Source: an optimization exercise on an open RTL-to-GDS flow (aim: small area). Production flows keep margins and buffers that such runs may drop. Where RTL was checked, it was by simulation tests only, not by an equivalence proof against the original. Function not checked in runs 2 to 4 and 6: the RTL went through the layout flow alone. In every run shown here, the design's own scripts or RTL, not TritonCTS, make the clock network. The clock input has no modelled driver; a real chip could not lean on it and would need a root buffer or a full tree. Power and IR drop assume default switching activity.

[flow/flow/run.sh]
#!/bin/bash
# The standard layout (standard.sh, standard synthesis unchanged), with these changes:
#  - the port buffers are buf_1 cells;
#  - after clock tree synthesis, flow/clocktree.tcl replaces its tree by three clkbuf_16
#    buffers fed by the clock port, each driving the clock pins of a third of the
#    flip-flops (cut by position); the rest of the flow (routing, finish) is standard.
# Logs: standard_cts.log and standard.log (make's output), clocktree.log (OpenROAD's),
# and each ORFS step's full log under orfs/logs.
set -euo pipefail
export CTS_ARGS="-sink_clustering_enable -repair_clock_nets -dont_use_dummy_load"
export BUFFER_PORTS_ARGS="-buffer_cell sky130_fd_sc_hd__buf_1"
bash standard.sh cts > standard_cts.log 2>&1
R=orfs/results/${FLOW_PLATFORM}/mtm_Alu/base
LIB=$(ls ${FLOW_HOME}/platforms/${FLOW_PLATFORM}/lib/sky130_fd_sc_hd__tt_025C_1v80.lib) \
PLATFORM_DIR=${FLOW_HOME}/platforms/${FLOW_PLATFORM} \
IN_ODB=$R/4_cts.odb IN_SDC=$R/4_cts.sdc OUT_ODB=$R/4_cts_new.odb \
NBUF=3 BUFCELL=sky130_fd_sc_hd__clkbuf_16 \
  openroad -no_init -exit flow/clocktree.tcl > clocktree.log 2>&1
cp $R/4_cts_new.odb $R/4_1_cts.odb
sleep 1
cp $R/4_cts_new.odb $R/4_cts.odb
rm -f $R/4_cts_new.odb
bash standard.sh > standard.log 2>&1
[flow/constraint.sdc]
create_clock -name core_clock -period 8.0 [get_ports {clk}]
set_input_delay 1.6000 -clock core_clock [delete_from_list [all_inputs] [get_ports {clk}]]
set_output_delay 1.6000 -clock core_clock [all_outputs]
set_load 0.01 [all_outputs]
[flow/standard.sh]
#!/bin/bash
# synth_recipe.tcl (not shown) runs the flow's synth.tcl, then flattens the netlist and writes it again
# the make line also repeats each setting of config.mk as NAME=value (left out here)
make -C /OpenROAD-flow-scripts/flow DESIGN_CONFIG=/design/flow/config.mk WORK_HOME=/design/flow/orfs CLKGATE_MAP_FILE= SYNTH_SCRIPT=/design/flow/synth_recipe.tcl "${@:-finish}"
[flow/flow/clocktree.tcl]
# Rebuild the clock tree that CTS made: drive the flip-flop clock pins from NBUF buffers of
# type BUFCELL, all fed by the clock port's net. Reads and writes the odb given in env vars.
set lib $::env(LIB)
read_db $::env(IN_ODB)
read_liberty $lib
read_sdc $::env(IN_SDC)
source $::env(PLATFORM_DIR)/setRC.tcl
set block [ord::get_db_block]
set nbuf $::env(NBUF)
set bufcell $::env(BUFCELL)
set db [ord::get_db]
set master [$db findMaster $bufcell]
# the clock port's net
set clkbterm [$block findBTerm clk]
set rootnet [$clkbterm getNet]
# collect sinks: flip-flop clock pins reached through the CTS buffers
set sinks {}
set todo [list $rootnet]
set cts_bufs {}
set cts_nets {}
while {[llength $todo] > 0} {
  set net [lindex $todo 0]
  set todo [lrange $todo 1 end]
  foreach it [$net getITerms] {
    if {[$it isOutputSignal]} { continue }
    set inst [$it getInst]
    set mname [[$inst getMaster] getName]
    if {[string match "*clkbuf*" $mname] || [string match "*clkinv*" $mname]} {
      lappend cts_bufs $inst
      foreach o [$inst getITerms] {
        if {[$o isOutputSignal] && [$o getNet] ne "NULL"} {
          lappend todo [$o getNet]
          lappend cts_nets [$o getNet]
        }
      }
    } else {
      lappend sinks $it
    }
  }
}
puts "sinks [llength $sinks], old clock buffers [llength $cts_bufs]"
foreach it $sinks { $it disconnect }
foreach inst $cts_bufs { odb::dbInst_destroy $inst }
foreach net $cts_nets { odb::dbNet_destroy $net }
# order the sinks by position and cut them into nbuf groups
set pts {}
foreach it $sinks {
  set inst [$it getInst]
  set loc [$inst getLocation]
  lappend pts [list [lindex $loc 0] [lindex $loc 1] $it]
}
set n [llength $pts]
if {$nbuf == 2} {
  set pts [lsort -integer -index 0 $pts]
  set groups [list [lrange $pts 0 [expr {$n/2-1}]] [lrange $pts [expr {$n/2}] end]]
} elseif {$nbuf == 4} {
  set pts [lsort -integer -index 0 $pts]
  set h [expr {$n/2}]
  set groups {}
  foreach half [list [lrange $pts 0 [expr {$h-1}]] [lrange $pts $h end]] {
    set half [lsort -integer -index 1 $half]
    set m [llength $half]
    lappend groups [lrange $half 0 [expr {$m/2-1}]] [lrange $half [expr {$m/2}] end]
  }
} else {
  set pts [lsort -integer -index 0 $pts]
  set groups {}
  for {set g 0} {$g < $nbuf} {incr g} {
    lappend groups [lrange $pts [expr {$g*$n/$nbuf}] [expr {($g+1)*$n/$nbuf-1}]]
  }
}
set g 0
foreach grp $groups {
  set sx 0; set sy 0
  foreach p $grp { incr sx [lindex $p 0]; incr sy [lindex $p 1] }
  set cx [expr {$sx / [llength $grp]}]
  set cy [expr {$sy / [llength $grp]}]
  set inst [odb::dbInst_create $block $master "clkbuf_leaf_$g"]
  $inst setLocation $cx $cy
  $inst setPlacementStatus PLACED
  set net [odb::dbNet_create $block "clknet_leaf_$g"]
  $net setSigType CLOCK
  foreach it [$inst getITerms] {
    set mt [[$it getMTerm] getName]
    if {$mt eq "A"} { $it connect $rootnet }
    if {$mt eq "X"} { $it connect $net }
  }
  foreach p $grp { [lindex $p 2] connect $net }
  puts "leaf $g: [llength $grp] sinks at $cx $cy"
  incr g
}
detailed_placement
check_placement -verbose
estimate_parasitics -placement
report_clock_skew
set worst 0
foreach pin [all_registers -clock_pins -edge_triggered] {
  foreach edge {rise fall} {
    foreach a {min max} {
      set s [expr {[sta::time_ui_sta [get_property $pin slew_${a}_$edge]] * 1e12}]
      if {$s > $worst} { set worst $s }
    }
  }
}
puts "worst flip-flop clock pin slew (placement estimate): $worst ps"
report_check_types -max_slew -max_capacitance
write_db $::env(OUT_ODB)
[flow/design.v]
`timescale 1ns/1ps
module mtm_Alu (
    input  wire clk,    
    input  wire rst_n,  
    input  wire sin,    
    output wire sout    
);
localparam [1:0] RX = 2'd0, CP = 2'd1, TX = 2'd2, TE = 2'd3;
reg  [1:0]  ph;
reg  [3:0]  bc;
reg  [3:0]  fc;
reg  [64:0] q;       
reg         p;       
reg         ls, rs;  
reg         up;      
reg         sd;      
reg         dly;     
reg         t;       
reg  [3:0]  crc;     
reg         op2, op0;
reg         cf;      
reg         ov;      
wire rx = (ph == RX);
wire cp = (ph == CP);
wire tx = (ph == TX);
wire te = (ph == TE);
wire pay   = !bc[3];                 
wire b7    = (bc == 4'd7);
wire b8    = (bc == 4'd8);
wire full  = !fc[3] && fc[2] && fc[1];  
wire tend  = tx && b8 && fc[2] && fc[0];
wire eend  = te && b7;
wire a   = q[0] ^ p;
wire b   = q[32] ^ p;
wire c   = op2 ? (a ^ b ^ cf) : (op0 ? (a | b) : (a & b));
wire cfn = op2 & (((a ^ op0) & b) | (((a ^ op0) | b) & cf));
wire step = cp && rs && !up;    
reg  tbit;
always @* begin
    if (te)
        case ({t && full, dly})
            2'b11:   tbit = 8'b11001001 >> bc[2:0];    
            2'b10:   tbit = 8'b10100101 >> bc[2:0];    
            default: tbit = 8'b10010011 >> bc[2:0];    
        endcase
    else if (fc[2])
        tbit = (bc[2:0] == 3'd0) ? 1'b0 : (bc[2:0] == 3'd4) ? (q[63] ^ p) :
               bc[2] ? crc[2] : cf;    
    else
        tbit = q[31] ^ p;
end
wire cd  = tx ? tbit : (sin | (t && bc == 4'd0));
wire cfb = cd ^ (tx ? crc[2] : crc[3]);
wire crc_ok = (crc[2:0] == 3'd0) && !cfb;
wire push = rx && !t && (pay || (b8 && dly));
wire txsh = tx && pay && !fc[2];
wire up_n = ls && !push && !txsh;
reg  [1:0] ph_n;
reg  [3:0] bc_n, fc_n;
always @* begin
    ph_n = ph;
    fc_n = fc;
    if (rx && b8)
        bc_n = sin ? bc : 4'd15;
    else if (tend || (cp && !step))
        bc_n = bc;
    else
        bc_n = bc + 4'd1;
    if ((b7 && (tx || step || (rx && !t && !full))) || tend)
        fc_n = fc + 4'd1;
    if (rx && b7 && (t || full)) begin
        if (t && full && !dly && crc_ok) begin
            ph_n = CP;
        end else begin
            ph_n = TE;
        end
    end
    if (step && b7 && fc[0])
        ph_n = TX;
    if (tend)
        ph_n = RX;
    if (eend) begin
        ph_n = RX;
        fc_n = 4'd14;
    end
    if (!rst_n) begin
        ph_n = RX;
        bc_n = 4'd8;
        fc_n = 4'd14;
    end
end
wire cp_n   = cp && !(step && b7 && fc[0]);
wire push_n = rx && !t && ((!bc[3] && !b7) || (b7 && dly && !full));
wire txsh_n = tx && !fc[2] && ((!bc[3] && !b7) || (bc == 4'd15));
wire ls_n   = push_n || txsh_n || (!cp_n && !up_n);
wire lo  = (dly ? sd : sin) ^ p;
wire hi  = 1'b0;
wire mid = step ? (c ^ p) : q[32];
integer i;
always @(posedge clk) begin
    sd  <= sin;
    p   <= !p;
    ls  <= ls_n;
    rs  <= !ls_n;
    ph  <= ph_n;
    bc  <= bc_n;
    fc  <= fc_n;
    up  <= up_n;
    q[0]  <= !((lo | rs) & (q[1] | ls));
    for (i = 1; i < 64; i = i + 1)
        if (i != 31) q[i] <= !((q[i-1] | rs) & (q[i+1] | ls));
    q[31] <= !((q[30] | rs) & (mid | ls));
    q[64] <= !((q[63] | rs) & (hi | ls));
    if (!cp && pay) crc <= {crc[2:0], 1'b0} ^ {2'b00, cfb, cfb};
    if (tend || eend) crc <= 4'd0;
    if (rx) begin
        if (bc == 4'd15) t <= sin;
        if (b8) dly <= 1'b0;
        if (!t && bc == 4'd0) dly <= up;
        if (t && bc == 4'd2) dly <= sin;
        if (t && bc == 4'd1) op2 <= sin;
        if (t && bc == 4'd3) op0 <= sin;
        cf <= 1'b0;
    end
    if (tx && fc[2] && pay && bc[2:0] != 3'd0) begin
        cf <= ov;
        ov <= t;
    end
    if (step) begin
        cf <= cfn;
        ov <= cf ^ cfn;
        t  <= t & !c;
    end
    if (!rst_n) begin
        p   <= 1'b0;
        ls  <= 1'b1;
        rs  <= 1'b0;
        up  <= 1'b0;
        crc <= 4'd0;
    end
end
assign sout = (rx || cp) || !((bc == 4'd14) || ((bc == 4'd15) && tx && !fc[2]) || (pay && !tbit));
endmodule
[flow/config.mk]
export PLATFORM = sky130hd
export DESIGN_NAME = mtm_Alu
export DESIGN_NICKNAME = mtm_Alu
export VERILOG_FILES = /design/flow/design.v
export SDC_FILE = /design/flow/constraint.sdc
export NUM_CORES = 4
export LEC_CHECK = 0
export ABC_AREA = 1
export CAP_MARGIN = 20
export CORE_MARGIN = 2
export CORE_UTILIZATION = 40
export SLEW_MARGIN = 20
==> results of run 1 <==
-- metrics by stage --
step	std cells	hold slack (ns)	setup WS (ns)	instance area, um2
global route	485	0.444	4.37	3610
CTS	490	0.417	4.44	3630
global placement	481	0.392	4.89	3510
detailed placement	481	0.406	4.81	3510
finish	485	0.423	4.61	3610
floorplan	390	0.388	5.10	3440
-- sequential cells by signal, indices dropped and copies added (netlist names), 2 cells and up --
register  count
crc           4
ph            2
q            65
fc            4
bc            4
-- worst reg2reg max path: cells and delay by family (launching register included) --
| kind | cells | cell delay (ns) |
|---|---|---|
| DFF | 1 | 0.42 |
| and+or+nand+nor | 6 | 0.67 |
| adders and majority gates | 1 | 0.29 |
| AOI/OAI and AO/OA | 1 | 0.34 |
| buffers and inverters | 2 | 0.17 |
-- layout make-up --
class / instances / area (um2)
plain buffers: 3 / 75.1
fillers: 831 / 4650
inverters: 41 / 154
multi-input cells: 242 / 1350
flip-flops and latches: 90 / 1870
well taps: 105 / 131
repair buffers: 4 / 31.3
-- final timing paths --
| kind | end | slack (ns) | depth (start not counted) |
|---|---|---|---|
| setup / recovery | sout | 4.61 | 11 |
| hold / removal | q[63]$_DFF_P_ | 0.42 | 1 |
| setup reg to reg | crc[1]$_SDFFE_PP0P_ | 6.02 | 10 |
| hold reg to reg | q[63]$_DFF_P_ | 0.42 | 1 |
-- placed cells by master, fill, tap and decap left out, types with 4 or more instances in the layout --
cell	Yosys	layout
nor2_2	4	4
inv_2	5	5
o21ai_2	4	4
o22ai_1	63	63
nor2_1	22	22
edfxtp_1	6	6
a21oi_1	9	9
inv_1	36	36
o211ai_1	4	4
dfxtp_1	84	82
nor3_1	4	4
o21ai_0	20	20
nand2_2	5	5
nand2_1	49	49
nand3_1	33	33
ha_1	7	7
-- Yosys cell counts, types with 2 or more instances --
cell	instances	area [um2]
nor3_1	4	20.0
o211ai_1	4	30.0
ha_1	7	87.6
o21ai_2	4	35.0
nand2_1	49	184
edfxtp_1	6	180
nor2_2	4	25.0
dfxtp_1	84	1680
o21ai_1	3	15.0
nand2_2	5	31.3
buf_1	3	11.3
o21ai_0	20	100
o22ai_1	63	394
nor2_4	2	22.5
a21oi_1	9	45.0
inv_2	5	18.8
inv_1	36	135
xor2_1	3	26.3
nand3_1	33	165
clkbuf_1	11	41.3
nor2_1	22	82.6
-- logic make-up (layout without fill, tap and decap cells) --
kind of cell | Yosys count | in the layout | share of synthesized area, %
buffers and inverters | 58 | 48 | 6.69
xor gates and xnor gates | 4 | 4 | 1.02
AOI/OAI and AO/OA | 109 | 109 | 19.4
and+or+nand+nor | 122 | 122 | 16.2
adders and majority gates | 7 | 7 | 2.55
DFF | 90 | 90 | 54.1
-- power by group through the flow --
stage | sequential (W) | clock [W] | combinational (W)
3_5_place_dp | 0.000806 | 0 | 0.000269
4_1_cts | 0.000798 | 0.000242 | 0.000270
3_3_place_gp | 0.000805 | 0 | 0.000257
5_1_grt | 0.000811 | 0.000202 | 0.000325
2_1_floorplan | 0.000732 | 0 | 0.000267
6_report | 0.000785 | 0.000176 | 0.000286
-- metal layers --
metal | wire length (um) | up-vias | global-route usage (%)
li1 | - | 1346 | -
met1 | 3240 | 1192 | 19.5
met2 | 2730 | 29 | 21.3
met3 | 162 | 7 | 2.60
met4 | 62 | 0 | 2.38
met5 | 0 | - | 0
==> metrics.yaml, run 1 <==
fin_crit_ns: 3.39
seq_power_share_pct: 63.0
p_int_w: 0.000858
fin_tns_setup_ns: 0
yosysWarnings: 1
clock.fmax_mhz: 295
comb_power_share_pct: 22.9
cts_resized: 0
finClkSkew_ns: 0.0102
start_kind: "flip-flop"
wire_per_inst_um: 12.8
ant_nets: 0
cp_top_family: "simple AND/OR/NAND/NOR gates"
slowest_delay_ns: 0.49
critical_path_buf_inv_count: 2
power_w: 0.00125
hold_class: "reg -> reg"
first_pass_iters: 4
crit_required_ns: 6.40
vias_per_cell: 5.31
route.vias.total: 2574
die_area_um2: 9360
powerDensity_nw_per_um2: 346
postCtsSetupBuffers: 0
yosysSeqAreaShare_pct: 54.1
p_switching_w: 0.000389
dieHeight_um: 96.7
drc: 0
cts.sinks: 90
synthDistinctLibCells: 34
vdd_drop_max_v: 0.000141
crit_start: "fc[2]$_SDFFE_PP1P_"
cts_hold_buf: 0
relSlewSlack_pct: 59.0
path_cells: "nand2_2 -> nor2_4 -> nand2_2 -> o21ai_2 -> inv_1 -> nand2_1 -> nand3_1 -> a21oi_1 -> o21ai_1 -> nand2_1 -> buf_1"
fin_util_pct: 43.7
avgSynthCellArea_um2: 8.82
syn-num-nets: 400
status: "no timing/DRC/antenna violations"
start_util_pct: 41.7
dieWidth_um: 96.7
hp-start: "q[64]$_DFF_P_"
clkPwrFrac_pct: 14.1
final_nets: 392
grt_antenna_before_repair: 0
grt_usage_pct: 13.5
grt_pass1_wl_mm: 10.9
synth_edf_count: 6
finalMaxSlewViolations: 0
end_kind: "primary output"
fin_crit_sh_pct: 42.4
insertion_delay_ns: 0.17
antenna_cells: 0
totalWireLength_mm: 6.19
worstMarginPinSlew_ns: 0.615
critPathArrivalTime_ns: 1.79
slowest_stage: "dfxtp_1"
rows: 33
power_leakage_nw: 1.45
r2r-start: "bc[0]$_SDFFE_PN0P_"
cts.clk_slew.worst_paths_ns: 0.11
numPortBuffers: 3
drt_iter0_drc: 152
hpwl_mm: 4.45
gr-total-overflow: 0
hold_viol: 0
async_reset_ff_share_pct: 0
ys.flop_type: "dfxtp_1"
syn_area_um2: 3440
gp_congestion: 0.885
io_pins: 4
setup_viol: 0
grt_pass1_vias: 2354
crit_path_max_fanout: 7
syn_inst: 390
grt_setup_unrepaired: "false"
area_delta_synth_final_pct: 4.84
layout-drive-gt1-share_pct: 7.89
switching_share_pct: 31.2
yosys_register_bits: 90
critical_path_class: "reg -> out"
core_um2: 8260
cap_violations: 0
grt_max_degree: 67
==> inputs of run 2 (changes only) <==
--- a/flow/design.v
+++ b/flow/design.v
@@ -49,8 +49,8 @@
     else
         tbit = q[31] ^ p;
 end
-wire cd  = tx ? tbit : (sin | (t && bc == 4'd0));
-wire cfb = cd ^ (tx ? crc[2] : crc[3]);
+wire cd  = ph[1] ? tbit : (sin | (t && bc == 4'd0));    
+wire cfb = cd ^ (ph[1] ? crc[2] : crc[3]);
 wire crc_ok = (crc[2:0] == 3'd0) && !cfb;
 wire push = rx && !t && (pay || (b8 && dly));
 wire txsh = tx && pay && !fc[2];
@@ -122,7 +122,7 @@
         if (t && bc == 4'd3) op0 <= sin;
         cf <= 1'b0;
     end
-    if (tx && fc[2] && pay && bc[2:0] != 3'd0) begin
+    if (ph[1] && fc[2] && pay && bc[2:0] != 3'd0) begin    
         cf <= ov;
         ov <= t;
     end
==> run 2 against run 1 <==
Final cell count is 1.4% lower. Synthesized area is 2.3% higher. Highest routed layer unchanged. Via count is 1.5% higher. Fmax is 4.4% lower. Sequential share of layout area is 0.64 points lower. Flip-flop and latch count stayed put. Clock skew is 0.0034 ns lower. Combinational power is 4% higher. First-iteration DRC count is 3.3% lower. Utilization is 1.3 points lower.
==> metrics.yaml, run 2 <==
grt_max_degree: 67  # unchanged
syn_inst: 382  # was 390
gr-total-overflow: 0  # unchanged
busiest_layer: "met2"  # unchanged
hold_depth: 1  # unchanged
grt_setup_unrepaired: "false"  # unchanged
area_delta_synth_final_pct: 3.91  # was 4.84%
die_area_um2: 9560  # was 9360 um2
yosysSeqAreaShare_pct: 52.9  # was 54.1%
grt_antenna_before_repair: 0  # unchanged
cap_violations: 0  # unchanged
grt_usage_pct: 13.6  # was 13.5%
cts.clk_slew.worst_paths_ns: 0.11  # about the same
p_int_w: 0.000871  # was 0.000858 W
avgSynthCellArea_um2: 9.21  # was 8.82 um2
dieWidth_um: 97.8  # was 96.7 um
synthDistinctLibCells: 41  # was 34
vdd_drop_max_v: 0.000231  # was 0.000141 V
fin_area_um2: 3660  # was 3610 um2
clock.fmax_mhz: 281  # was 295 MHz
route.vias.total: 2613  # was 2574
powerDensity_nw_per_um2: 352  # was 346 nW/um2
synth_area_leaders: "dfxtp_1, o22ai_1, edfxtp_1"  # was dfxtp_1, o22ai_1, nand2_1
syn-num-nets: 392  # was 400
vias_per_cell: 5.47  # was 5.31
final_cell_mix: "dfxtp_1, o22ai_1, nand2_1"  # unchanged
met3_usage_pct: 2.43  # was 2.60%
finClkSkew_ns: 0.00682  # was 0.0102 ns
postCtsSetupBuffers: 0  # unchanged
wire_per_inst_um: 13.5  # was 12.8 um
yosysTopAreaCellShare_pct: 47.8  # was 48.9%
rows: 34  # was 33
drc: 0  # unchanged
drt_iter0_drc: 147  # was 152
crit_path_max_fanout: 6  # was 7
finalMaxSlewViolations: 0  # unchanged
fin_crit_sh_pct: 44.4  # was 42.4%
path_cells: "inv_1 -> ha_1 -> inv_1 -> a21oi_1 -> o21ai_1 -> nand2_1 -> nand2_1 -> nand2_1 -> nand2_1 -> nand2_1 -> nand2_1 -> a21oi_1 -> buf_1"  # was nand2_2 -> nor2_4 -> nand2_2 -> o21ai_2 -> inv_1 -> nand2_1 -> nand3_1 -> a21oi_1 -> o21ai_1 -> nand2_1 -> buf_1
ant_nets: 0  # unchanged
async_reset_ff_share_pct: 0  # unchanged
grt_pass1_wl_mm: 11.0  # was 10.9 mm
seq_power_share_pct: 63.2  # was 63.0%
first_pass_iters: 4  # unchanged
met2_usage_pct: 21.0  # was 21.3%
gp_congestion: 0.925  # was 0.885
crit_required_ns: 6.40  # about the same
insertion_delay_ns: 0.17  # about the same
antenna_cells: 0  # unchanged
fin_crit_ns: 3.55  # was 3.39 ns
post-synth-top-count-cell: "dfxtp_1"  # unchanged
fin_tns_setup_ns: 0  # unchanged
core_um2: 8640  # was 8260 um2
fill_cells: 828  # was 831
end_kind: "primary output"  # unchanged
start_kind: "flip-flop"  # unchanged
ys.flop_type: "dfxtp_1"  # unchanged
syn_area_um2: 3520  # was 3440 um2
grtUsageMet1_pct: 19.8  # was 19.5%
worstMarginPinSlew_ns: 0.645  # was 0.615 ns
synth_edf_count: 6  # unchanged
p_switching_w: 0.000417  # was 0.000389 W
io_pins: 4  # unchanged
totalWireLength_mm: 6.45  # was 6.19 mm
slowest_stage: "dfxtp_1"  # unchanged
power_leakage_nw: 1.43  # was 1.45 nW
numPortBuffers: 3  # unchanged
switching_share_pct: 32.4  # was 31.2%
yosys.area.top_type: "dfxtp_1"  # unchanged
hold_class: "reg -> reg"  # unchanged
cts.sinks: 90  # unchanged
largest_reg_flops: 65  # unchanged
cts_hold_buf: 0  # unchanged
relSlewSlack_pct: 57.0  # was 59.0%
clkPwrFrac_pct: 13.7  # was 14.1%
crit_path_frequent_cell: "nand2_1"
final_common_cell: "dfxtp_1"  # unchanged
hpwl_mm: 4.54  # was 4.45 mm
cts_resized: 0  # unchanged
yosysWarnings: 1  # unchanged
dieHeight_um: 97.8  # was 96.7 um
layout-drive-gt1-share_pct: 8.92  # was 7.89%
final_nets: 382  # was 392
reg2reg_depth: 16  # was 10
synth_common_cells: "dfxtp_1, o22ai_1, nand2_1"  # unchanged
start_util_pct: 40.7  # was 41.7%
comb_power_share_pct: 23.2  # was 22.9%
critPathArrivalTime_ns: 1.95  # was 1.79 ns
yosys_register_bits: 90  # unchanged
setup_viol: 0  # unchanged
critical_path_class: "reg -> out"  # unchanged
slowest_delay_ns: 0.39  # was 0.49 ns
place_area_um2: 3580  # was 3510 um2
regMostFlops: "q"  # unchanged
grt_pass1_vias: 2331  # was 2354
status: "no timing/DRC/antenna violations"  # unchanged
hold_viol: 0  # unchanged
[run 2: routing by layer]
metal  wire (um)  share of wire, %
met1        3230                50
met2        2940                46
met3         199               3.1
met4          82               1.3
met5           0                 0
[run 2: path summary, 6_finish.rpt]
| check | slack (ns) | endpoint | from |
|---|---|---|---|
| max reg2reg | 6.05 | crc[1]$_SDFFE_PP0P_ | bc[0]$_SDFFE_PN0P_ |
| max | 4.45 | sout | bc[0]$_SDFFE_PN0P_ |
| min | 0.42 | q[63]$_DFF_P_ | q[64]$_DFF_P_ |
| min reg2reg | 0.42 | q[63]$_DFF_P_ | q[64]$_DFF_P_ |
[run 2: final cells by class]
cell class | instances | area (um2) | share of cell area (%)
Timing Repair Buffer | 3 | 11.3 | 0.308
Tap cell | 108 | 135 | 3.70
Multi-Input combinational cell | 239 | 1430 | 39.2
Buffer | 3 | 75.1 | 2.05
Inverter | 35 | 131 | 3.59
Sequential cell | 90 | 1870 | 51.1
[run 2: power groups by stage]
stage	sequential (W)	clock (W)	combinational, W
2_1_floorplan	0.000738	0	0.000298
3_3_place_gp	0.000816	0	0.000290
3_5_place_dp	0.000823	0	0.000300
4_1_cts	0.000813	0.000241	0.000301
5_1_grt	0.000844	0.000200	0.000340
6_report	0.000813	0.000176	0.000298
[run 2: stage by stage]
step                instances  hold slack [ns]  setup slack (ns)  utilization, %  total power (W)
floorplan                 382            0.388              4.93               -          0.00104
global placement          475            0.392              4.71            41.4          0.00111
detailed placement        475            0.406              4.66            41.4          0.00112
CTS                       484            0.397              4.29            42.8          0.00136
global route              478            0.431              4.25            42.3          0.00138
finish                    478            0.418              4.45            42.3          0.00129
[run 2: logic make-up (layout without fill, tap and decap cells)]
group | Yosys count | count (layout) | share of synthesized area, %
AO/OA/AOI/OAI | 116 | 116 | 20.5
buffers and inverters | 53 | 41 | 6.33
flip-flops | 90 | 90 | 52.9
AND/OR/NAND/NOR | 113 | 113 | 17.0
adder cells (fa/ha/maj) | 7 | 7 | 2.49
XOR/XNOR | 3 | 3 | 0.747
[run 2: worst max-delay path, delay by kind of cell, from the launching register on]
kind                     cells  cell delay, ns
AND/OR/NAND/NOR              6            0.43
flip-flops                   1            0.39
buffers and inverters        3            0.39
AO/OA/AOI/OAI                3            0.33
adder cells (fa/ha/maj)      1            0.26
==> inputs of run 3 (changes only) <==
--- a/flow/design.v
+++ b/flow/design.v
@@ -53,7 +53,7 @@
 wire cfb = cd ^ (ph[1] ? crc[2] : crc[3]);
 wire crc_ok = (crc[2:0] == 3'd0) && !cfb;
 wire push = rx && !t && (pay || (b8 && dly));
-wire txsh = tx && pay && !fc[2];
+wire txsh = ph[1] && pay && !fc[2];    
 wire up_n = ls && !push && !txsh;
 reg  [1:0] ph_n;
 reg  [3:0] bc_n, fc_n;
@@ -91,7 +91,7 @@
 end
 wire cp_n   = cp && !(step && b7 && fc[0]);
 wire push_n = rx && !t && ((!bc[3] && !b7) || (b7 && dly && !full));
-wire txsh_n = tx && !fc[2] && ((!bc[3] && !b7) || (bc == 4'd15));
+wire txsh_n = ph[1] && !fc[2] && ((!bc[3] && !b7) || (bc == 4'd15));
 wire ls_n   = push_n || txsh_n || (!cp_n && !up_n);
 wire lo  = (dly ? sd : sin) ^ p;
 wire hi  = 1'b0;
==> run 3 against run 2 <==
Still clean on timing, DRC and antenna. Synthesized area decreased by 0.96%. Sequential power about the same. Die area decreased by 0.92%. Sequential share of layout area increased by 0.69 points. Flip-flop and latch count unchanged. Final cell count increased by 1.3%. Clock power about the same. Synthesized cell count increased by 2.1%. Utilization decreased by 0.36 points.
==> metrics.yaml, run 3 <==
grt_max_degree: 67  # unchanged
vias_per_cell: 5.40  # was 5.47
power_leakage_nw: 1.41  # was 1.43 nW
yosysWarnings: 1  # unchanged
syn_inst: 390  # was 382
seq_power_share_pct: 63.7  # was 63.2%
final_nets: 388  # was 382
synth_edf_count: 6  # unchanged
multi_input_area_um2: 1360  # was 1430 um2
synth_area_leaders: "dfxtp_1, o22ai_1, edfxtp_1"  # unchanged
setup_viol: 0  # unchanged
hold-worst-slack_ns: 0.420  # was 0.418 ns
muxShareOfSynthArea_pct: 0  # unchanged
synth_compound_area_share_pct: 19.5  # was 20.5%
yosys_register_bits: 90  # unchanged
syn_area_um2: 3480  # was 3520 um2
cts_hold_buf: 0  # unchanged
cts.clk_slew.worst_paths_ns: 0.11  # about the same
postCtsSetupBuffers: 0  # unchanged
post-synth-top-count-cell: "dfxtp_1"  # unchanged
io_pins: 4  # unchanged
crit_path_max_fanout: 11  # was 6
insertion_delay_ns: 0.17  # about the same
relSlewSlack_pct: 58.1  # was 57.0%
start_kind: "flip-flop"  # unchanged
dieHeight_um: 97.3  # was 97.8 um
dieWidth_um: 97.3  # was 97.8 um
numPortBuffers: 3  # unchanged
synth_top_family_by_area: "compound AO/OA/AOI/OAI gates"  # unchanged
drc: 0  # unchanged
syn-num-nets: 400  # was 392
grt_pass1_vias: 2487  # was 2331
largest_reg_flops: 65  # unchanged
wl_met3_um: 218  # was 199 um
fin_crit_ns: 3.51  # was 3.55 ns
route.layer.met1.wl_mm: 3.23  # about the same
yosys.area.top_type: "dfxtp_1"  # unchanged
rows: 34  # unchanged
hpwl_mm: 4.58  # was 4.54 mm
routed.top_layer: "met4"  # unchanged
critPathArrivalTime_ns: 1.91  # was 1.95 ns
regMostFlops: "q"  # unchanged
layout-drive-gt1-share_pct: 7.45  # was 8.92%
first_pass_iters: 4  # unchanged
critical_path_class: "reg -> out"  # unchanged
die_area_um2: 9470  # was 9560 um2
synthDistinctLibCells: 36  # was 41
final_common_cell: "dfxtp_1"  # unchanged
yosysTopAreaCellShare_pct: 48.3  # was 47.8%
p_switching_w: 0.000408  # was 0.000417 W
start_util_pct: 40.6  # was 40.7%
synth_simple_gate_area_share_pct: 16.0  # was 17.0%
seqCellArea_um2: 1870  # unchanged
area_delta_synth_final_pct: 3.52  # was 3.91%
status: "no timing/DRC/antenna violations"  # unchanged
grt_setup_unrepaired: "false"  # unchanged
yosysSeqAreaShare_pct: 53.4  # was 52.9%
grt_pass1_wl_mm: 11.5  # was 11.0 mm
route.vias.total: 2613  # unchanged
finalMaxSlewViolations: 0  # unchanged
clock.fmax_mhz: 285  # was 281 MHz
wl_met2_mm: 2.89  # was 2.94 mm
final_cell_mix: "dfxtp_1, o22ai_1, nand2_1"  # unchanged
cap_violations: 0  # unchanged
drt_iter0_drc: 120  # was 147
switching_share_pct: 32.1  # was 32.4%
comb_power_share_pct: 22.6  # was 23.2%
cts.sinks: 90  # unchanged
cts_resized: 0  # unchanged
crit_required_ns: 6.40  # about the same
hold_viol: 0  # unchanged
gr-total-overflow: 0  # unchanged
ys.flop_type: "dfxtp_1"  # unchanged
end_kind: "primary output"  # unchanged
vdd_drop_max_v: 0.000160  # was 0.000231 V
fill_cells: 884  # was 828
hold_class: "reg -> reg"  # unchanged
grt_antenna_before_repair: 0  # unchanged
async_reset_ff_share_pct: 0  # unchanged
avgSynthCellArea_um2: 8.93  # was 9.21 um2
fin_tns_setup_ns: 0  # unchanged
synthXorXnorAreaFrac_pct: 1.01  # was 0.747%
totalWireLength_mm: 6.52  # was 6.45 mm
ant_nets: 0  # unchanged
antenna_cells: 0  # unchanged
yosys.area_share.adder_pct: 2.51  # was 2.49%
p_int_w: 0.000864  # was 0.000871 W
grt_usage_pct: 14.2  # was 13.6%
wire_per_inst_um: 13.5  # about the same
gp_congestion: 0.981  # was 0.925
fin_crit_sh_pct: 43.9  # was 44.4%
synth_common_cells: "dfxtp_1, o22ai_1, nand2_1"  # unchanged
clkPwrFrac_pct: 13.7  # about the same
worstMarginPinSlew_ns: 0.628  # was 0.645 ns
core_um2: 8590  # was 8640 um2
powerDensity_nw_per_um2: 353  # was 352 nW/um2
finClkSkew_ns: 0.00843  # was 0.00682 ns
## run 3: cell types whose count changed in the layout (fill, tap and decap cells not counted), moves of 4 or more
cell / change
nand3_2: +7
o21ai_0: +4
nor2_1: +7
a21oi_1: -4
inv_1: +4
nand2_1: -6
## run 3: kinds of logic (layout without fill, tap and decap cells)
| kind of cell | after synthesis | in the layout |
|---|---|---|
| buf+inv | 62 | 48 |
| compound gates | 113 | 113 |
| flops | 90 | 90 |
| fa+ha+maj | 7 | 7 |
| simple gates | 114 | 114 |
| xor+xnor | 4 | 4 |
## run 3: final timing paths
path / endpoint / slack, ns / depth (start not counted) / start
max: sout / 4.49 / 8 / fc[2]$_SDFFE_PP1P_
max reg2reg: bc[3]$_SDFFE_PN1P_ / 5.86 / 13 / bc[1]$_SDFFE_PN0P_
min: q[63]$_DFF_P_ / 0.42 / 1 / q[64]$_DFF_P_
min reg2reg: q[63]$_DFF_P_ / 0.42 / 1 / q[64]$_DFF_P_
## run 3: routing by layer
layer	GRT usage, %	vias to the layer above
met4	4.27	0
met5	0	-
li1	-	1350
met3	2.52	12
met2	22.5	52
met1	20.0	1199
## run 3: layout make-up
cell class,instances,area share (%)
Tap cell,108,3.75
Buffer,3,2.08
Inverter,42,4.37
Sequential cell,90,51.8
Multi-Input combinational cell,238,37.7
Timing Repair Buffer,3,0.312
## run 3: critical path, stage by stage, from the launching register on
cell	delay, ns
dfxtp_1	0.61
nand4_2	0.23
o21ai_0	0.25
nand2_1	0.10
nand3_2	0.08
nand3_2	0.08
a21oi_1	0.12
o21ai_0	0.10
buf_1	0.16
## run 3: power groups by stage
| stage | logic, W | registers (W) | clock network (W) |
|---|---|---|---|
| final | 0.000287 | 0.000811 | 0.000174 |
| after global routing | 0.000327 | 0.000843 | 0.000197 |
| after CTS | 0.000290 | 0.000811 | 0.000243 |
| after detailed placement | 0.000288 | 0.000820 | 0 |
| after global placement | 0.000277 | 0.000816 | 0 |
| after floorplan | 0.000289 | 0.000736 | 0 |
## run 3: stage by stage
step / setup WS (ns) / instance area, um2 / total power (W) / utilization (%) / cells
2_1_floorplan: 4.97 / 3480 / 0.00102 / - / 390
3_3_place_gp: 4.74 / 3530 / 0.00109 / 41.0 / 481
3_5_place_dp: 4.71 / 3530 / 0.00111 / 41.0 / 481
4_1_cts: 4.33 / 3650 / 0.00134 / 42.5 / 490
5_1_grt: 4.32 / 3610 / 0.00137 / 42.0 / 484
6_report: 4.49 / 3610 / 0.00127 / 42.0 / 484
==> inputs of run 4 (changes only) <==
--- a/flow/design.v
+++ b/flow/design.v
@@ -12,7 +12,6 @@
 reg  [64:0] q;       
 reg         p;       
 reg         ls, rs;  
-reg         up;      
 reg         sd;      
 reg         dly;     
 reg         t;       
@@ -34,7 +33,7 @@
 wire b   = q[32] ^ p;
 wire c   = op2 ? (a ^ b ^ cf) : (op0 ? (a | b) : (a & b));
 wire cfn = op2 & (((a ^ op0) & b) | (((a ^ op0) | b) & cf));
-wire step = cp && rs && !up;    
+wire step = cp && rs && !dly;    
 reg  tbit;
 always @* begin
     if (te)
@@ -53,7 +52,7 @@
 wire cfb = cd ^ (ph[1] ? crc[2] : crc[3]);
 wire crc_ok = (crc[2:0] == 3'd0) && !cfb;
 wire push = rx && !t && (pay || (b8 && dly));
-wire txsh = ph[1] && pay && !fc[2];    
+wire txsh = tx && pay && !fc[2];
 wire up_n = ls && !push && !txsh;
 reg  [1:0] ph_n;
 reg  [3:0] bc_n, fc_n;
@@ -91,7 +90,7 @@
 end
 wire cp_n   = cp && !(step && b7 && fc[0]);
 wire push_n = rx && !t && ((!bc[3] && !b7) || (b7 && dly && !full));
-wire txsh_n = ph[1] && !fc[2] && ((!bc[3] && !b7) || (bc == 4'd15));
+wire txsh_n = tx && !fc[2] && ((!bc[3] && !b7) || (bc == 4'd15));
 wire ls_n   = push_n || txsh_n || (!cp_n && !up_n);
 wire lo  = (dly ? sd : sin) ^ p;
 wire hi  = 1'b0;
@@ -105,7 +104,6 @@
     ph  <= ph_n;
     bc  <= bc_n;
     fc  <= fc_n;
-    up  <= up_n;
     q[0]  <= !((lo | rs) & (q[1] | ls));
     for (i = 1; i < 64; i = i + 1)
         if (i != 31) q[i] <= !((q[i-1] | rs) & (q[i+1] | ls));
@@ -116,12 +114,13 @@
     if (rx) begin
         if (bc == 4'd15) t <= sin;
         if (b8) dly <= 1'b0;
-        if (!t && bc == 4'd0) dly <= up;
+        if (!t && bc == 4'd0) dly <= rs;    
         if (t && bc == 4'd2) dly <= sin;
         if (t && bc == 4'd1) op2 <= sin;
         if (t && bc == 4'd3) op0 <= sin;
         cf <= 1'b0;
     end
+    if (ph_n == CP) dly <= up_n;
     if (ph[1] && fc[2] && pay && bc[2:0] != 3'd0) begin    
         cf <= ov;
         ov <= t;
@@ -135,7 +134,6 @@
         p   <= 1'b0;
         ls  <= 1'b1;
         rs  <= 1'b0;
-        up  <= 1'b0;
         crc <= 4'd0;
     end
 end
==> run 4 against run 3 <==
Still clean. Fmax rose by 0.13%. Cell area rose by 0.69%. Clock power grew 2%. Global-route usage is 0.080 points lower. Register-to-register slack got worse by 0.12 ns. Critical path depth increased by 4. Sequential power is 0.7% lower. Synthesized area grew 0.22%. Worst hold slack lost 0.0044 ns. Critical path type unchanged. Highest routed layer unchanged.
==> metrics.yaml, run 4 <==
status: "no timing/DRC/antenna violations"  # unchanged
cts_hold_buf: 0  # unchanged
die_area_um2: 9490  # was 9470 um2
avgSynthCellArea_um2: 8.89  # was 8.93 um2
fin_crit_sh_pct: 43.8  # was 43.9%
grt_antenna_before_repair: 0  # unchanged
hold-worst-slack_ns: 0.415  # was 0.420 ns
grt_pass1_wl_mm: 11.5  # about the same
hold_class: "reg -> reg"  # unchanged
finClkSkew_ns: 0.00958  # was 0.00843 ns
dieWidth_um: 97.4  # was 97.3 um
seqCellArea_um2: 1850  # was 1870 um2
ys.flop_type: "dfxtp_1"  # unchanged
final_common_cell: "dfxtp_1"  # unchanged
reg2reg_depth: 11  # was 13
hold_viol: 0  # unchanged
path_cells: "inv_1 -> ha_1 -> inv_1 -> nor2_1 -> nor2_1 -> nand3_1 -> o21ai_0 -> nand2_1 -> nand3_1 -> a21oi_1 -> inv_1 -> buf_1"  # was nand4_2 -> o21ai_0 -> nand2_1 -> nand3_2 -> nand3_2 -> a21oi_1 -> o21ai_0 -> buf_1
synth_compound_area_share_pct: 20.2  # was 19.5%
grt_usage_pct: 14.2  # about the same
start_util_pct: 40.6  # about the same
yosys.area_share.adder_pct: 2.51  # about the same
io_pins: 4  # unchanged
synth_simple_gate_area_share_pct: 15.5  # was 16.0%
synth_area_leaders: "dfxtp_1, o22ai_1, nand2_1"  # was dfxtp_1, o22ai_1, edfxtp_1
start_kind: "flip-flop"  # unchanged
final_nets: 392  # was 388
regMostFlops: "q"  # unchanged
hpwl_mm: 4.62  # was 4.58 mm
totalWireLength_mm: 6.50  # was 6.52 mm
synthXorXnorAreaFrac_pct: 1.50  # was 1.01%
synth_edf_count: 6  # unchanged
layout-drive-gt1-share_pct: 7.89  # was 7.45%
largest_reg_flops: 65  # unchanged
setup_viol: 0  # unchanged
insertion_delay_ns: 0.17  # about the same
syn-num-nets: 403  # was 400
cts.sinks: 89  # was 90
numPortBuffers: 3  # unchanged
gr-total-overflow: 0  # unchanged
antenna_cells: 0  # unchanged
multi_input_area_um2: 1390  # was 1360 um2
ant_nets: 0  # unchanged
crit_path_frequent_cell: "inv_1"
rows: 34  # unchanged
synth_top_family_by_area: "compound AO/OA/AOI/OAI gates"  # unchanged
slowest_stage: "dfxtp_1"  # unchanged
muxShareOfSynthArea_pct: 0  # unchanged
post-synth-top-count-cell: "dfxtp_1"  # unchanged
area_delta_synth_final_pct: 4.01  # was 3.52%
end_kind: "primary output"  # unchanged
crit_required_ns: 6.40  # about the same
final_cell_mix: "dfxtp_1, o22ai_1, nand2_1"  # unchanged
core_um2: 8590  # unchanged
critPathArrivalTime_ns: 1.91  # about the same
yosys.area.top_type: "dfxtp_1"  # unchanged
first_pass_iters: 4  # unchanged
yosysWarnings: 1  # unchanged
postCtsSetupBuffers: 0  # unchanged
worstMarginPinSlew_ns: 0.615  # was 0.628 ns
grt_pass1_vias: 2442  # was 2487
syn_inst: 393  # was 390
cts_resized: 0  # unchanged
fin_crit_ns: 3.51  # about the same
power_leakage_nw: 1.43  # was 1.41 nW
dieHeight_um: 97.4  # was 97.3 um
drt_iter0_drc: 180  # was 120
fill_cells: 869  # was 884
wire_per_inst_um: 13.3  # was 13.5 um
r2r-start: "bc[0]$_SDFFE_PN0P_"  # was bc[1]$_SDFFE_PN0P_
relSlewSlack_pct: 59.0  # was 58.1%
cap_violations: 0  # unchanged
yosysSeqAreaShare_pct: 52.7  # was 53.4%
regToRegSetupSlack_ns: 5.74  # was 5.86 ns
yosysTopAreaCellShare_pct: 47.6  # was 48.3%
async_reset_ff_share_pct: 0  # unchanged
drc: 0  # unchanged
crit_path_max_fanout: 6  # was 11
fin_tns_setup_ns: 0  # unchanged
synth_common_cells: "dfxtp_1, o22ai_1, nand2_1"  # unchanged
critical_path_class: "reg -> out"  # unchanged
hold_depth: 1  # unchanged
cts.clk_slew.worst_paths_ns: 0.11  # about the same
synthDistinctLibCells: 37  # was 36
grt_max_degree: 67  # unchanged
route.vias.total: 2624  # was 2613
gp_congestion: 0.909  # was 0.981
finalMaxSlewViolations: 0  # unchanged
reg2reg_to: "dly$_DFFE_PP_"  # was bc[3]$_SDFFE_PN1P_
grt_setup_unrepaired: "false"  # unchanged
vdd_drop_max_v: 0.000122  # was 0.000160 V
hp-start: "q[64]$_DFF_P_"  # unchanged
syn_area_um2: 3490  # was 3480 um2
vias_per_cell: 5.38  # was 5.40
slowest_delay_ns: 0.42  # was 0.61 ns
yosys_register_bits: 89  # was 90
whs_endpoint: "q[63]$_DFF_P_"  # unchanged
clock.fmax_mhz: 285  # about the same
powerDensity_nw_per_um2: 350  # was 353 nW/um2
run 4: changes by cell type in the layout (fill, tap and decap cells not counted), moves of 2 or more:
cell,delta
nand3_1,+5
nor2_1,-11
o31ai_1,-2
o22ai_1,+2
o21ai_0,-2
nand3_2,-7
nor3_1,-3
o21ai_1,-3
nor2_2,+4
inv_1,+3
nand2_2,+2
nand2_1,+11
run 4: cell families (layout without fill, tap and decap cells):
family	count (synthesis)	in the layout
simple gates	114	114
compound gates	112	112
xor+xnor	6	6
fa+ha+maj	7	7
flops	89	89
buf+inv	65	52
run 4: metrics by stage:
step                area [um2]  instances  power [W]  util (%)  setup slack, ns
CTS                       3680        494    0.00133      42.8             4.32
finish                    3630        488    0.00127      42.3             4.49
detailed placement        3550        485    0.00110      41.3             4.69
global placement          3550        485    0.00109      41.3             4.75
global route              3630        488    0.00137      42.3             4.25
floorplan                 3490        393    0.00102         -             4.97
run 4: power breakdown:
group | internal [W] | switching [W]
registers | 0.000644 | 0.000162
logic | 0.000147 | 0.000141
clock network | 0.0000697 | 0.000108
total | 0.000860 | 0.000411
run 4: layer usage:
metal | track usage [%] | up-vias | part of all wire (%)
li1 | - | 1340 | -
met1 | 20.4 | 1222 | 51
met2 | 23.1 | 59 | 44
met3 | 2.23 | 3 | 4.4
met4 | 1.92 | 0 | 0.55
met5 | 0 | - | 0
run 4: worst max-delay path: cells and delay by family, from the launching register on:
family / cells / cell delay, ns
AND/OR/NAND/NOR: 5 / 0.48
buffers and inverters: 4 / 0.47
flip-flops: 1 / 0.42
adder cells (fa/ha/maj): 1 / 0.23
AO/OA/AOI/OAI: 2 / 0.14
run 4: area by class of cell:
type                            count  share of cell area (%)
Inverter                           46                    4.75
Tap cell                          108                    3.72
Sequential cell                    89                    50.9
Timing Repair Buffer                3                   0.310
Multi-Input combinational cell    239                    38.2
Buffer                              3                    2.07
run 4: worst max-delay path by stage:
stage          depth (start not counted)          startpoint  slack, ns  endpoint
6_report                              12  bc[0]$_SDFFE_PN0P_       4.49      sout
5_1_grt                               12  bc[0]$_SDFFE_PN0P_       4.25      sout
4_1_cts                               12  bc[0]$_SDFFE_PN0P_       4.32      sout
3_5_place_dp                          12  bc[0]$_SDFFE_PN0P_       4.69      sout
3_3_place_gp                          12  bc[0]$_SDFFE_PN0P_       4.75      sout
2_1_floorplan                         11  bc[0]$_SDFFE_PN0P_       4.97      sout
==> inputs of run 5 (changes only) <==
--- a/flow/design.v
+++ b/flow/design.v
@@ -18,7 +18,6 @@
 reg  [3:0]  crc;     
 reg         op2, op0;
 reg         cf;      
-reg         ov;      
 wire rx = (ph == RX);
 wire cp = (ph == CP);
 wire tx = (ph == TX);
@@ -97,7 +96,6 @@
 wire mid = step ? (c ^ p) : q[32];
 integer i;
 always @(posedge clk) begin
-    sd  <= sin;
     p   <= !p;
     ls  <= ls_n;
     rs  <= !ls_n;
@@ -111,6 +109,7 @@
     q[64] <= !((q[63] | rs) & (hi | ls));
     if (!cp && pay) crc <= {crc[2:0], 1'b0} ^ {2'b00, cfb, cfb};
     if (tend || eend) crc <= 4'd0;
+    if (rx) sd <= sin;
     if (rx) begin
         if (bc == 4'd15) t <= sin;
         if (b8) dly <= 1'b0;
@@ -122,12 +121,12 @@
     end
     if (ph_n == CP) dly <= up_n;
     if (ph[1] && fc[2] && pay && bc[2:0] != 3'd0) begin    
-        cf <= ov;
-        ov <= t;
+        cf <= sd;
+        sd <= t;
     end
     if (step) begin
         cf <= cfn;
-        ov <= cf ^ cfn;
+        sd <= cf ^ cfn;
         t  <= t & !c;
     end
     if (!rst_n) begin
==> run 5 against run 4 <==
Sequential share of layout area is 0.46 points higher. Final cell count decreased by 2.3%. Combinational power down 3%. Total power down 1.2%. Utilization rose by 0.85 points. Setup slack better by 0.038 ns. Via count fell by 2.9%. Routed wire length decreased by 3.6%. Cell area fell by 2.0%. Critical path type unchanged. Critical endpoint unchanged. Largest power group unchanged. Highest routed layer unchanged.
==> metrics.yaml, run 5 <==
status: "no timing/DRC/antenna violations"  # unchanged
crit_start: "bc[0]$_SDFFE_PN0P_"  # unchanged
crit_path_frequent_cell: "inv_1"  # unchanged
wire_per_inst_um: 13.1  # was 13.3 um
syn-num-nets: 395  # was 403
seqCellArea_um2: 1830  # was 1850 um2
yosys_register_bits: 88  # was 89
finalMaxSlewViolations: 0  # unchanged
numPortBuffers: 3  # unchanged
power_w: 0.00126  # was 0.00127 W
dieWidth_um: 96.6  # was 97.4 um
synthDistinctLibCells: 36  # was 37
rows: 33  # was 34
grt_usage_pct: 14.3  # was 14.2%
multi_input_area_um2: 1360  # was 1390 um2
first_pass_iters: 5  # was 4
synth_area_leaders: "dfxtp_1, o22ai_1, edfxtp_1"  # was dfxtp_1, o22ai_1, nand2_1
final_nets: 384  # was 392
yosysWarnings: 1  # unchanged
hold_class: "reg -> reg"  # unchanged
drt_iter0_drc: 80  # was 180
end_kind: "primary output"  # unchanged
totalWireLength_mm: 6.27  # was 6.50 mm
cap_violations: 0  # unchanged
grt_pass1_wl_mm: 10.8  # was 11.5 mm
slowest_delay_ns: 0.41  # was 0.42 ns
cts_hold_buf: 0  # unchanged
reg2reg_to: "dly$_DFFE_PP_"  # unchanged
gp_congestion: 0.946  # was 0.909
dieHeight_um: 96.6  # was 97.4 um
final_cell_mix: "dfxtp_1, o22ai_1, nand2_1"  # unchanged
path_cells: "inv_1 -> ha_1 -> inv_1 -> nor2_2 -> nor2_1 -> nand3_1 -> o21ai_0 -> nand2_1 -> nand3_1 -> a21oi_1 -> inv_1 -> buf_1"  # was inv_1 -> ha_1 -> inv_1 -> nor2_1 -> nor2_1 -> nand3_1 -> o21ai_0 -> nand2_1 -> nand3_1 -> a21oi_1 -> inv_1 -> buf_1
antenna_cells: 0  # unchanged
power_leakage_nw: 1.39  # was 1.43 nW
die_area_um2: 9330  # was 9490 um2
grt_setup_unrepaired: "false"  # unchanged
reg2reg_depth: 7  # was 11
start_kind: "flip-flop"  # unchanged
setup_viol: 0  # unchanged
gr-total-overflow: 0  # unchanged
route.vias.total: 2547  # was 2624
fin_tns_setup_ns: 0  # unchanged
yosysSeqAreaShare_pct: 53.1  # was 52.7%
area_delta_synth_final_pct: 3.87  # was 4.01%
synth_edf_count: 6  # unchanged
yosys.area.top_type: "dfxtp_1"  # unchanged
crit_path_max_fanout: 6  # unchanged
ys.flop_type: "dfxtp_1"  # unchanged
io_pins: 4  # unchanged
vias_per_cell: 5.34  # was 5.38
grt_pass1_vias: 2382  # was 2442
synth_common_cells: "dfxtp_1, o22ai_1, nand2_1"  # unchanged
largest_reg_flops: 65  # unchanged
critical_path_buf_inv_count: 4  # unchanged
worstMarginPinSlew_ns: 0.624  # was 0.615 ns
clock.fmax_mhz: 288  # was 285 MHz
post-synth-top-count-cell: "dfxtp_1"  # unchanged
postCtsSetupBuffers: 0  # unchanged
critPathArrivalTime_ns: 1.87  # was 1.91 ns
cp.depth: 12  # unchanged
async_reset_ff_share_pct: 0  # unchanged
hold_viol: 0  # unchanged
ant_nets: 0  # unchanged
drc: 0  # unchanged
vdd_drop_max_v: 0.000129  # was 0.000122 V
regToRegSetupSlack_ns: 5.76  # was 5.74 ns
fin_crit_ns: 3.47  # was 3.51 ns
final_common_cell: "dfxtp_1"  # unchanged
powerDensity_nw_per_um2: 353  # was 350 nW/um2
yosysTopAreaCellShare_pct: 47.9  # was 47.6%
hpwl_mm: 4.44  # was 4.62 mm
core_um2: 8260  # was 8590 um2
start_util_pct: 41.5  # was 40.6%
slowest_stage: "dfxtp_1"  # unchanged
layout-drive-gt1-share_pct: 6.72  # was 7.89%
cp_top_family: "simple AND/OR/NAND/NOR gates"  # unchanged
critical_path_class: "reg -> out"  # unchanged
cts_resized: 0  # unchanged
cp-endpoint: "sout"  # unchanged
crit_required_ns: 6.40  # about the same
syn_area_um2: 3430  # was 3490 um2
cts.clk_slew.worst_paths_ns: 0.11  # about the same
syn_inst: 385  # was 393
insertion_delay_ns: 0.17  # about the same
grt_max_degree: 67  # unchanged
grt_antenna_before_repair: 0  # unchanged
fin_crit_sh_pct: 43.4  # was 43.8%
cts.sinks: 88  # was 89
regMostFlops: "q"  # unchanged
avgSynthCellArea_um2: 8.90  # was 8.89 um2
relSlewSlack_pct: 58.4  # was 59.0%
r2r-start: "rs$_SDFF_PN0_"  # was bc[0]$_SDFFE_PN0P_
fill_cells: 833  # was 869
finClkSkew_ns: 0.00636  # was 0.00958 ns
==> run 5: changes by cell type in the layout (fill, tap and decap cells not counted), sizes merged, moves of 2 or more <==
cell	before	now
a21oi	12	16
inv	45	41
nand2	54	52
nand3	28	22
nor2	24	21
o21a	2	0
o21ai	21	25
o31ai	0	2
==> run 5: power by group <==
part	total, W	internal (W)	switching [W]	leakage, nW
combinational	0.000278	0.000145	0.000132	0.609
sequential	0.000803	0.000638	0.000165	0.748
clock	0.000175	0.0000695	0.000106	0.0370
total	0.00126	0.000853	0.000403	1.39
==> run 5: worst min path at each step <==
stage | startpoint | end | slack [ns] | cells past startpoint
after floorplan | q[64]$_DFF_P_ | q[63]$_DFF_P_ | 0.39 | 1
after global placement | q[64]$_DFF_P_ | q[63]$_DFF_P_ | 0.40 | 1
after global routing | q[64]$_DFF_P_ | q[63]$_DFF_P_ | 0.44 | 1
final | q[64]$_DFF_P_ | q[63]$_DFF_P_ | 0.42 | 1
after CTS | q[36]$_DFF_P_ | q[35]$_DFF_P_ | 0.41 | 1
after detailed placement | q[64]$_DFF_P_ | q[63]$_DFF_P_ | 0.40 | 1
==> run 5: layout make-up <==
cell class                      count  share of cell area, %
Buffer                              3                   2.11
Inverter                           41                   4.32
Multi-Input combinational cell    237                   38.2
Sequential cell                    88                   51.4
Tap cell                          105                   3.69
Timing Repair Buffer                3                  0.316
==> run 5: per-layer routing <==
layer	GRT usage [%]	up-vias	part of all wire, %
met5	0	-	0
met4	3.87	0	1.2
met3	2.72	7	3.3
met2	23.4	45	45
met1	19.4	1166	50
li1	-	1329	-
==> run 5: through the flow <==
step                      cell area, um2  setup WS, ns  hold slack (ns)  util, %  std cells
final                               3560          4.53            0.420     43.1        477
after global routing                3560          4.36            0.436     43.1        477
after global placement              3480          4.80            0.399     42.2        474
after floorplan                     3430          5.03            0.388        -        385
after CTS                           3600          4.36            0.413     43.7        483
after detailed placement            3480          4.74            0.398     42.2        474
==> run 5: cells by family after synthesis <==
| logic type | count (synthesis) | share of synthesized area (%) |
|---|---|---|
| XOR/XNOR | 7 | 1.79 |
| AO/OA/AOI/OAI | 118 | 20.8 |
| buffers and inverters | 60 | 7.19 |
| flip-flops | 88 | 53.1 |
| AND/OR/NAND/NOR | 105 | 14.5 |
| adder cells (fa/ha/maj) | 7 | 2.55 |
==> inputs of run 6 (changes only) <==
--- a/flow/design.v
+++ b/flow/design.v
@@ -64,7 +64,7 @@
         bc_n = bc;
     else
         bc_n = bc + 4'd1;
-    if ((b7 && (tx || step || (rx && !t && !full))) || tend)
+    if ((b7 && (tx || step || (rx && !t))) || tend)    
         fc_n = fc + 4'd1;
     if (rx && b7 && (t || full)) begin
         if (t && full && !dly && crc_ok) begin
@@ -88,7 +88,7 @@
     end
 end
 wire cp_n   = cp && !(step && b7 && fc[0]);
-wire push_n = rx && !t && ((!bc[3] && !b7) || (b7 && dly && !full));
+wire push_n = rx && !t && ((!bc[3] && !b7) || (b7 && dly));
 wire txsh_n = tx && !fc[2] && ((!bc[3] && !b7) || (bc == 4'd15));
 wire ls_n   = push_n || txsh_n || (!cp_n && !up_n);
 wire lo  = (dly ? sd : sin) ^ p;
==> run 6 against run 5 <==
Clock power hardly changed. Still clean. Cell area is 0.28% lower. Sequential share of layout area is 0.074 points higher. Critical path type unchanged. Register-to-register slack worse by 0.06 ns. Routed wire length is 4.9% higher. Fmax is 4.2% lower. Global-route usage is 0.89 points higher. Critical path depth is 1 lower.
==> metrics.yaml, run 6 <==
yosys.area.top_type: "dfxtp_1"  # unchanged
largest_reg_flops: 65  # unchanged
grt_setup_unrepaired: "false"  # unchanged
grt_pass1_vias: 2464  # was 2382
powerDensity_nw_per_um2: 352  # was 353 nW/um2
cts.sinks: 88  # unchanged
power_leakage_nw: 1.40  # was 1.39 nW
relSlewSlack_pct: 57.8  # was 58.4%
yosysTopAreaCellShare_pct: 48.3  # was 47.9%
regMostFlops: "q"  # unchanged
seqCellArea_um2: 1830  # about the same
switching_share_pct: 32.3  # was 32.1%
cts.clk_slew.worst_paths_ns: 0.11  # about the same
cts_resized: 0  # unchanged
insertion_delay_ns: 0.17  # about the same
crit_required_ns: 6.40  # about the same
ys.flop_type: "dfxtp_1"  # unchanged
route.vias.total: 2588  # was 2547
ant_nets: 0  # unchanged
final_nets: 381  # was 384
finClkSkew_ns: 0.00597  # was 0.00636 ns
wire_per_inst_um: 13.9  # was 13.1 um
yosysSeqAreaShare_pct: 53.6  # was 53.1%
crit_path_max_fanout: 9  # was 6
hold_viol: 0  # unchanged
grt_usage_pct: 15.2  # was 14.3%
p_int_w: 0.000847  # was 0.000853 W
fin_crit_sh_pct: 45.2  # was 43.4%
multi_input_area_um2: 1350  # was 1360 um2
yosysWarnings: 1  # unchanged
final_cell_mix: "dfxtp_1, o22ai_1, nand2_1"  # unchanged
start_kind: "flip-flop"  # unchanged
synth_edf_count: 6  # unchanged
post-synth-top-count-cell: "dfxtp_1"  # unchanged
start_util_pct: 41.4  # was 41.5%
numPortBuffers: 3  # unchanged
grt_max_degree: 68  # was 67
p_switching_w: 0.000405  # was 0.000403 W
drt_iter0_drc: 135  # was 80
setup_viol: 0  # unchanged
cap_violations: 0  # unchanged
synthDistinctLibCells: 36  # unchanged
layout-drive-gt1-share_pct: 7.86  # was 6.72%
dieHeight_um: 96.2  # was 96.6 um
vdd_drop_max_v: 0.000109  # was 0.000129 V
critPathArrivalTime_ns: 2.02  # was 1.87 ns
end_kind: "primary output"  # unchanged
gp_congestion: 0.886  # was 0.946
postCtsSetupBuffers: 0  # unchanged
power_w: 0.00125  # was 0.00126 W
gr-total-overflow: 0  # unchanged
die_area_um2: 9260  # was 9330 um2
syn_inst: 381  # was 385
status: "no timing/DRC/antenna violations"  # unchanged
hold_class: "reg -> reg"  # unchanged
drc: 0  # unchanged
core_um2: 8220  # was 8260 um2
async_reset_ff_share_pct: 0  # unchanged
syn-num-nets: 391  # was 395
seq_power_share_pct: 62.3  # was 64.0%
finalMaxSlewViolations: 0  # unchanged
dieWidth_um: 96.2  # was 96.6 um
first_pass_iters: 4  # was 5
final_common_cell: "dfxtp_1"  # unchanged
synth_common_cells: "dfxtp_1, o22ai_1, nand2_1"  # unchanged
synth_area_leaders: "dfxtp_1, o22ai_1, nand2_1"  # was dfxtp_1, o22ai_1, edfxtp_1
critical_path_class: "reg -> out"  # unchanged
fill_cells: 798  # was 833
antenna_cells: 0  # unchanged
totalWireLength_mm: 6.58  # was 6.27 mm
avgSynthCellArea_um2: 8.93  # was 8.90 um2
grt_antenna_before_repair: 0  # unchanged
area_delta_synth_final_pct: 4.42  # was 3.87%
io_pins: 4  # unchanged
clock.fmax_mhz: 276  # was 288 MHz
rows: 33  # unchanged
cts_hold_buf: 0  # unchanged
fin_tns_setup_ns: 0  # unchanged
yosys_register_bits: 88  # unchanged
fin_crit_ns: 3.62  # was 3.47 ns
comb_power_share_pct: 23.7  # was 22.1%
hpwl_mm: 4.67  # was 4.44 mm
syn_area_um2: 3400  # was 3430 um2
vias_per_cell: 5.46  # was 5.34
worstMarginPinSlew_ns: 0.632  # was 0.624 ns
grt_pass1_wl_mm: 11.3  # was 10.8 mm
clkPwrFrac_pct: 13.9  # about the same
## run 6: changes by cell type after synthesis, moves of 2 or more
cell     delta
o31ai_1     +2
nor2_1      -4
nand3_1     -2
nand2_1     +2
xnor2_1     -2
nand2_2     +2
## run 6: final cells by class
type | count | area share, %
buffer | 3 | 2.11
inverter | 40 | 4.23
sequential | 88 | 51.4
tap | 105 | 3.70
multi-input combinational | 234 | 38.0
timing repair buffer | 4 | 0.529
## run 6: power by group through the flow
| stage | Clock, W | Combinational [W] | Sequential, W |
|---|---|---|---|
| 2_1_floorplan | 0 | 0.000272 | 0.000724 |
| 3_3_place_gp | 0 | 0.000288 | 0.000782 |
| 3_5_place_dp | 0 | 0.000300 | 0.000787 |
| 4_1_cts | 0.000239 | 0.000299 | 0.000778 |
| 5_1_grt | 0.000196 | 0.000344 | 0.000804 |
| 6_report | 0.000174 | 0.000297 | 0.000780 |
## run 6: per-layer routing
layer | part of all wire [%] | wire length (um) | track usage [%] | vias up
li1 | - | - | - | 1316
met1 | 47 | 3090 | 19.7 | 1205
met2 | 47 | 3070 | 25.8 | 57
met3 | 4.0 | 263 | 2.58 | 10
met4 | 2.4 | 158 | 4.76 | 0
met5 | 0 | 0 | 0 | -
## run 6: cells by family after synthesis
group / count (synthesis) / synth area share (%)
xor+xnor: 5 / 1.29
fa+ha+maj: 7 / 2.58
flops: 88 / 53.6
simple gates: 103 / 14.3
buf+inv: 59 / 6.77
compound gates: 119 / 21.5
## run 6: through the flow
stage / hold slack [ns] / utilization (%) / std cells / setup slack, ns / cell area, um2
detailed placement: 0.410 / 42.3 / 471 / 4.59 / 3470
CTS: 0.415 / 43.8 / 480 / 4.23 / 3600
finish: 0.418 / 43.2 / 474 / 4.38 / 3550
global route: 0.456 / 43.2 / 474 / 4.16 / 3550
floorplan: 0.388 / - / 381 / 5.08 / 3400
global placement: 0.395 / 42.3 / 471 / 4.65 / 3470
## run 6: final timing paths
path / startpoint / endpoint / slack [ns] / cells after the start
worst min-delay path: q[64]$_DFF_P_ / q[63]$_DFF_P_ / 0.42 / 1
worst max register to register: t$_DFFE_PP_ / dly$_DFFE_PP_ / 5.70 / 14
worst max-delay path: t$_DFFE_PP_ / sout / 4.38 / 11
worst min register to register: q[64]$_DFF_P_ / q[63]$_DFF_P_ / 0.42 / 1
## run 6: critical path: stages (launching register included)
cell,delay (ns)
edfxtp_1,0.56
inv_1,0.11
nor3_1,0.39
nand2_1,0.12
nand2_1,0.09
nand2_1,0.05
nand3_1,0.07
nand2_1,0.07
nand2_2,0.08
o32ai_1,0.07
inv_1,0.08
buf_1,0.15

-- afterwards: timing with drivers on the ports --
The flow's constraints put no driver on any port. The routed layouts listed below were extracted and timed again, unchanged, in two steps. Step 1 (the two cells are an assumption about what drives the block):
set clk [get_ports {clk}]
set_driving_cell -lib_cell sky130_fd_sc_hd__clkbuf_16 $clk
set_driving_cell -lib_cell sky130_fd_sc_hd__buf_2 [delete_from_list [all_inputs] $clk]
Step 2, shift: input delay + t, output delay - t, t = (earliest + latest rising clock arrival at the registers) / 2. This alone moves slack from input paths to output paths. a / b / c = no drivers / after step 1 / after step 2; a / b = the first two.
run | t, ns | setup slack, ns | cell pins on the clock port's net
run 1 | 0.222 | 4.605 / 4.547 / 4.769 | 3
run 2 | 0.220 | 4.447 / 4.391 / 4.611 | 3
run 3 | 0.222 | 4.488 / 4.429 / 4.651 | 3
run 4 | 0.223 | 4.493 / 4.434 / 4.657 | 3
run 5 | 0.225 | 4.531 / 4.470 / 4.695 | 3
run 6 | 0.225 | 4.381 / 4.318 / 4.543 | 3
After both steps setup and hold are still met in every run listed.
